This design comes from an exercise in tuning for small area, a short achievable clock period and few clock cycles on the open sky130 flow, not from production work. Function not checked in this run: the RTL went through the layout flow alone.

### flow/flow/run.sh
#!/bin/bash
# The standard layout, with the port buffers made from the smallest buffer
# cell instead of the delay cell buffer_ports picks by default.
set -euo pipefail
export BUFFER_PORTS_ARGS="-buffer_cell sky130_fd_sc_hd__buf_1"
bash standard.sh > standard_flow.log 2>&1
### flow/standard.sh
#!/bin/bash
# synth_recipe.tcl (not shown) runs the flow's synth.tcl, then flattens the netlist and writes it again
# the make line also repeats each setting of config.mk as NAME=value (left out here)
make -C /OpenROAD-flow-scripts/flow DESIGN_CONFIG=/design/flow/config.mk WORK_HOME=/design/flow/orfs CLKGATE_MAP_FILE= SYNTH_SCRIPT=/design/flow/synth_recipe.tcl "${@:-finish}"
### flow/config.mk
export PLATFORM = sky130hd
export DESIGN_NAME = rsa_encrypt
export DESIGN_NICKNAME = rsa_encrypt
export VERILOG_FILES = /design/flow/design.v
export SDC_FILE = /design/flow/constraint.sdc
export NUM_CORES = 4
export LEC_CHECK = 0
export CAP_MARGIN = 20
export CORE_MARGIN = 2
export CORE_UTILIZATION = 40
export CTS_BUF_LIST = sky130_fd_sc_hd__clkbuf_8
export PLACE_DENSITY = 0.6
export SETUP_SLACK_MARGIN = 1.8
export SLEW_MARGIN = 20
### flow/constraint.sdc
create_clock -name core_clock -period 5.0 [get_ports {clk}]
set_input_delay 1.0000 -clock core_clock [delete_from_list [all_inputs] [get_ports {clk}]]
set_output_delay 1.0000 -clock core_clock [all_outputs]
set_load 0.01 [all_outputs]
### flow/design.v
module rsa_encrypt(input clk, reset_n, compute,
                   input [31:0] M, e, n,
                   output logic [31:0] C,
                   output logic encrypt_done);
  logic        busy, first, keep, trv, mul, yb, ec;
  logic        sa, sx;        
  logic        ua, xX;        
  logic        nz;            
  logic [4:0]  i;             
  logic [3:0]  j;             
  logic [15:0] acc, X;
  function automatic [1:0] lod4(input [3:0] v);
    lod4 = v[3] ? 2'd3 : v[2] ? 2'd2 : v[1] ? 2'd1 : 2'd0;
  endfunction
  function automatic [4:0] msb32(input [31:0] v);
    logic [7:0] nz;
    logic [1:0] hi;
    logic [1:0] lo;
    logic [3:0] q;
    for (int k = 0; k < 8; k++) nz[k] = |v[4*k +: 4];
    hi = lod4({|nz[7:6], |nz[5:4], |nz[3:2], |nz[1:0]});
    lo = nz[2*hi+1] ? 2'd1 : 2'd0;
    q = v[4*(2*hi+lo) +: 4];
    msb32 = {hi, lo[0], lod4(q)};
  endfunction
  function automatic [3:0] msb16(input [15:0] v);
    logic [3:0] nz;
    logic [1:0] hi;
    for (int k = 0; k < 4; k++) nz[k] = |v[4*k +: 4];
    hi = lod4(nz);
    msb16 = {hi, lod4(v[4*hi +: 4])};
  endfunction
  function automatic below16(input [15:0] v);
    below16 = 1'b0;
    for (int k = 0; k < 15; k++) if (v[k+1]) below16 = v[k];
  endfunction
  function automatic below2_16(input [15:0] v);
    below2_16 = 1'b0;
    for (int k = 0; k < 14; k++) if (v[k+2]) below2_16 = v[k];
  endfunction
  wire [15:0] nb = nz ? n[15:0] : 16'd0;
  wire [18:0] xa = {2'b0, ({16{ua}} & acc) | ({16{xX}} & X), 1'b0};
  wire [18:0] xb = {3'b0, ({16{sa}} & acc) | ({16{sx}} & X)};
  wire [18:0] z1 = ~{3'b0, nb};
  wire [18:0] z2 = ~{2'b0, nb, 1'b0};
  wire [18:0] s1 = xa ^ xb ^ z1;
  wire [18:0] c1 = {(xa[17:0] & xb[17:0]) | (xa[17:0] & z1[17:0]) | (xb[17:0] & z1[17:0]), 1'b1};
  wire [18:0] s2 = xa ^ xb ^ z2;
  wire [18:0] c2 = {(xa[17:0] & xb[17:0]) | (xa[17:0] & z2[17:0]) | (xb[17:0] & z2[17:0]), 1'b1};
  wire [18:0] t0 = xa + xb;
  wire [18:0] t1 = s1 + c1;    
  wire [18:0] t2 = s2 + c2;    
  wire [15:0] acc_n = !t2[18] ? t2[15:0] : (!t1[18] ? t1[15:0] : t0[15:0]);
  wire [15:0] Y   = mul ? M[15:0] : X;    
  wire y01  = acc[15:1] == 15'd0;         
  wire m2   = M[15:2] == 14'd0;           
  wire bm   = below16(M[15:0]);           
  wire fin  = first ? (mul && m2) : (j == 4'd0);
  wire more = !mul && ec;                 
  wire adv  = fin && !more;               
  wire triv = (e[31:1] == 31'd0) || (M[15:1] == 15'd0);    
  logic busy_n, done_n, first_n, keep_n, mul_n, yb_n;
  logic [3:0] j_n;
  logic [4:0] i_n;
  always_comb begin
    busy_n = busy; done_n = encrypt_done;
    first_n = first; keep_n = keep; mul_n = mul;
    yb_n = yb; j_n = j; i_n = i;
    if (busy) begin
      if (trv || (adv && i == 5'd0)) begin
        busy_n = 1'b0;
        done_n = 1'b1;
      end
      if (first) begin
        first_n = 1'b0;
        if (mul) begin
          keep_n = 1'b0;
          j_n = msb16({2'b0, M[15:2]});
          yb_n = below2_16(M[15:0]);
        end else begin
          keep_n = y01;
          j_n = y01 ? 4'd0 : msb16({1'b0, acc[15:1]});
          yb_n = below16(acc);
        end
      end else begin
        j_n = j - 4'd1;
        yb_n = Y[j - 4'd1];
        keep_n = 1'b0;
      end
      if (fin) begin
        first_n = 1'b1;
        mul_n = more;
        if (adv) i_n = i - 5'd1;
      end
    end else begin
      if (encrypt_done) begin
        if (!compute) done_n = 1'b0;
      end else if (compute) busy_n = 1'b1;
      first_n = 1'b0;
      keep_n = 1'b0;
      mul_n = 1'b0;
      j_n = msb16({1'b0, M[15:1]});
      yb_n = below16(M[15:0]);
      i_n = msb32({1'b0, e[31:1]});
    end
  end
  always_ff @(posedge clk, negedge reset_n) begin
    if (!reset_n) begin
      busy <= 1'b0;
      encrypt_done <= 1'b0;
    end else begin
      busy <= busy_n;
      encrypt_done <= done_n;
    end
  end
  wire sq1 = busy_n && first_n && !mul_n;    
  wire mu1 = busy_n && first_n && mul_n;     
  wire stp = busy_n && !first_n && !keep_n;  
  wire st1 = !busy && busy_n;                
  always_ff @(posedge clk) begin
    acc <= acc_n;
    ec <= e[busy ? i : i_n];
    first <= first_n; keep <= keep_n; mul <= mul_n;
    yb <= yb_n; j <= j_n; i <= i_n;
    sa <= sq1 || (mu1 && bm) || keep_n || done_n;
    sx <= (stp && yb_n && !(st1 && triv)) || (st1 && triv);
    ua <= (stp && !st1) || mu1;
    xX <= st1 && !triv;
    trv <= st1 && triv;          
    nz <= (stp && !(st1 && triv)) || mu1;
    if (busy && first) X <= acc;
    if (!busy) X <= M[15:0];
  end
  assign C = {16'd0, acc};
endmodule
==> notes.md <==
-- cell usage after synthesis (10+ instances only) --
library cell / n
xor2_1: 11
o21ai_0: 47
nand3_1: 12
o21a_1: 11
a22o_1: 30
dfxtp_1: 31
edfxtp_1: 19
a21oi_1: 54
nand2_1: 75
clkbuf_1: 29
mux2i_1: 20
buf_4: 17
a211oi_1: 13
nor2b_1: 12
a31oi_1: 14
mux4_2: 10
nor2_1: 58
nor3_1: 24
xnor2_1: 26
ha_1: 52
a21o_1: 13
fa_1: 33
mux2_2: 14
nand2b_1: 12
inv_1: 45
-- stage by stage --
step	setup slack, ns	instance area (um^2)	std cells	hold slack (ns)
6_report	1.25	8650	1170	0.445
5_1_grt	1.12	8650	1170	0.440
4_1_cts	1.33	8420	1158	0.439
3_5_place_dp	0.337	7740	1119	0.562
3_3_place_gp	0.361	7740	1119	0.576
2_1_floorplan	1.38	7360	851	0.519
-- registers in the layout, indices dropped and copies added (netlist names), named ones only --
signal	cells
xX	1
X	16
first	1
acc	16
busy	1
ua	1
ec	1
sx	1
sa	1
nz	1
encrypt_done	1
j	4
i	2
trv	1
mul	1
-- how the worst max path moves through the flow --
stage / start / to / slack, ns / depth (start not counted)
final: n[0] / acc[12] / 1.25 / 15
after global routing: n[0] / acc[12] / 1.12 / 15
after CTS: n[2] / acc[11] / 1.33 / 15
after detailed placement: n[1] / acc[13] / 0.34 / 14
after global placement: n[1] / acc[13] / 0.36 / 14
after floorplan: n[1] / acc[10] / 1.38 / 14
-- per-layer routing --
metal | track usage (%) | up-vias | wire length (um)
met1 | 32.5 | 3293 | 10000
met5 | 0 | - | 0
li1 | - | 3338 | -
met4 | 3.21 | 0 | 212
met3 | 1.66 | 17 | 866
met2 | 36.6 | 175 | 9690
-- layout make-up --
class | instances | area, um^2
Clock buffer | 5 | 68.8
Clock inverter | 3 | 42.5
Fill cell | 1745 | 8710
Inverter | 46 | 173
Multi-Input combinational cell | 702 | 5970
Sequential cell | 52 | 1260
Tap cell | 225 | 282
Timing Repair Buffer | 137 | 851
-- cell families after synthesis --
logic type	after synthesis	share of synthesized area [%]
adder cells (fa/ha/maj)	85	18.4
buffers and inverters	97	6.29
XOR/XNOR	37	4.55
other	1	0.0527
AND/OR/NAND/NOR	249	17.7
flip-flops	52	17.4
AO/OA/AOI/OAI	269	26.8
multiplexers	46	8.77
-- worst max-delay path: cells and delay by family --
kind	cells	cell delay, ns
adder cells (fa/ha/maj)	2	0.76
AO/OA/AOI/OAI	7	1.54
AND/OR/NAND/NOR	1	0.05
multiplexers	1	0.10
buffers and inverters	4	0.48
-- timing repair --
action	CTS	global route
gates cloned	1	0
pin swaps	30	27
setup endpoints to repair	19	22
buffers inserted	30	12
gates resized for setup	67	44
==> run_results.csv <==
group,metric,value,unit
outcome,status,"timing/DRC/antenna clean",
min_path,hp-class,"in2async",
worst_setup_path,reg2reg_to,"acc[12]",
grt,grt_pass1_vias,6454,
sta,final_hold_viol_count,0,
yosys,ys_ff_latch,52,
route,wl_per_cell,17.8,um
flow_run,drv_cap,0,
route,dr.pass1.iters,8,
worst_setup_path,critPathRequiredTime,5.22,ns
yosys,synth_top_area_cell,"fa_1",
sta,finalCritPeriodShare,75.0,%
sta,timing.setup.tns,0,ns
yosys,async_flop_share,3.85,%
sta,maxSlewViolCount,0,
clock_tree,htree_levels,2,
grt,track_usage,22.2,%
yosys,synth_cell_type_count,90,
clock_tree,clk_pin_slew_worst_paths,0.10,ns
sta,max_freq,0.267,GHz
route,drt_first_iter_violations,553,
grt,antenna_found_initial,0,
worst_setup_path,crit_chain,"buf_6 > nand2_4 > fa_1 > ha_2 > o211ai_1 > a21boi_2 > o2111ai_2 > a21oi_2 > o41a_1 > o31ai_4 > a211oi_4 > buf_12 > buf_12 > buf_6 > mux2i_1",
clock_tree,cts_tree,"yes",
yosys,synth_warnings,1,
cells_and_area,layout_commonest_cell,"buf_1",
floorplanning,die_y,137,um
sta,slew_headroom,42.9,%
clock_tree,cts_hold_buf,0,
yosys,synth_area_leaders,"fa_1 (9.3%), ha_1 (9.1%), dfxtp_1 (8.7%), edfxtp_1 (8.0%), nand2_1 (4.0%)",
clock_tree,cts_sinks,52,
worst_setup_path,start_kind,"input pin",
grt,grt_max_degree,52,
worst_setup_path,slowest_stage,"fa_1",
grt,grt_overflow,0,
yosys,synth-edff-count,19,
floorplanning,io-pin-count,132,
cells_and_area,diodes,0,
worst_setup_path,r2r_cells,15,
cells_and_area,post-route-util,49.8,%
sta,layout_min_cycle_time,3.75,ns
placed_design,dp_hpwl,16000,um
sta,setup_viol,0,
worst_setup_path,worstReg2RegStart,"X[0]",
clock_tree,root_buffer,"clkbuf_8",
worst_setup_path,worstPathArrival,3.97,ns
yosys,yosysSeqAreaShare,17.4,%
worst_setup_path,max_stage_delay,0.53,ns
route,vias,6823,
yosys,syn_area_per_cell,8.51,um^2
placed_design,place.gp.congestion,0.923,
floorplanning,die-area,18900,um^2
sta,max_slew.worst_pin.slew,0.857,ns
floorplanning,rows,48,
clock_tree,cts_buffers,5,
route,ant_nets,0,
clock_tree,clock_latency,0.32,ns
yosys,synth_cells,836,
route,drc,0,
cells_and_area,area_growth,21.5,%
worst_setup_path,critPathMaxFanout,8,
worst_setup_path,path_class,"in2reg",
sta,rsz0062_at_grt,"yes",
clock_tree,clock_path_buffers,2,
route,avgViaCountPerCell,5.83,
yosys,netlist_area,7120,um^2
worst_setup_path,r2r_setup_slack,1.27,ns
sta,skew,0.0130,ns
cells_and_area,final_cell_mix,"buf_1 (76), nand2_1 (69), nor2_1 (55), a21oi_1 (51), ha_1 (47)",
floorplanning,die_w,137,um
placed_design,port_buffers,83,
yosys,yosysTopAreaCellShare,9.28,%
grt,grt_pass1_wl,33200,um
yosys,ys.flop_type,"dfxtp_1",
floorplanning,start_util,41.0,%
cells_and_area,nets,1128,
floorplanning,core_area,17400,um^2
worst_setup_path,crit_path_end_kind,"register",
route,wl,20800,um
cells_and_area,drive_gt1_share,20.7,%

==> port drivers added, routing unchanged <==
Ports are ideal in the flow. The routed layout listed here was re-timed in OpenROAD.
Step 1: set_driving_cell puts a clkbuf_16 on clk and a buf_2 on each other input, an assumption about the parent block.
Step 2 moves the port delays by t, midway between the first and last clock arrival at a register: inputs arrive t later, outputs are due t later. That takes back most of the time a late clock gives input paths.
Three values: ideal ports, drivers, drivers and shift; two values: the first two.
t (ns): 0.352
setup WS [ns]: 1.251 / 1.243 / 0.890
pins driven straight from the clock port: 1
After both steps setup and hold are still met in this run. For this run, drivers alone change the setup slack by -0.008 ns; drivers and shift together by -0.361 ns.
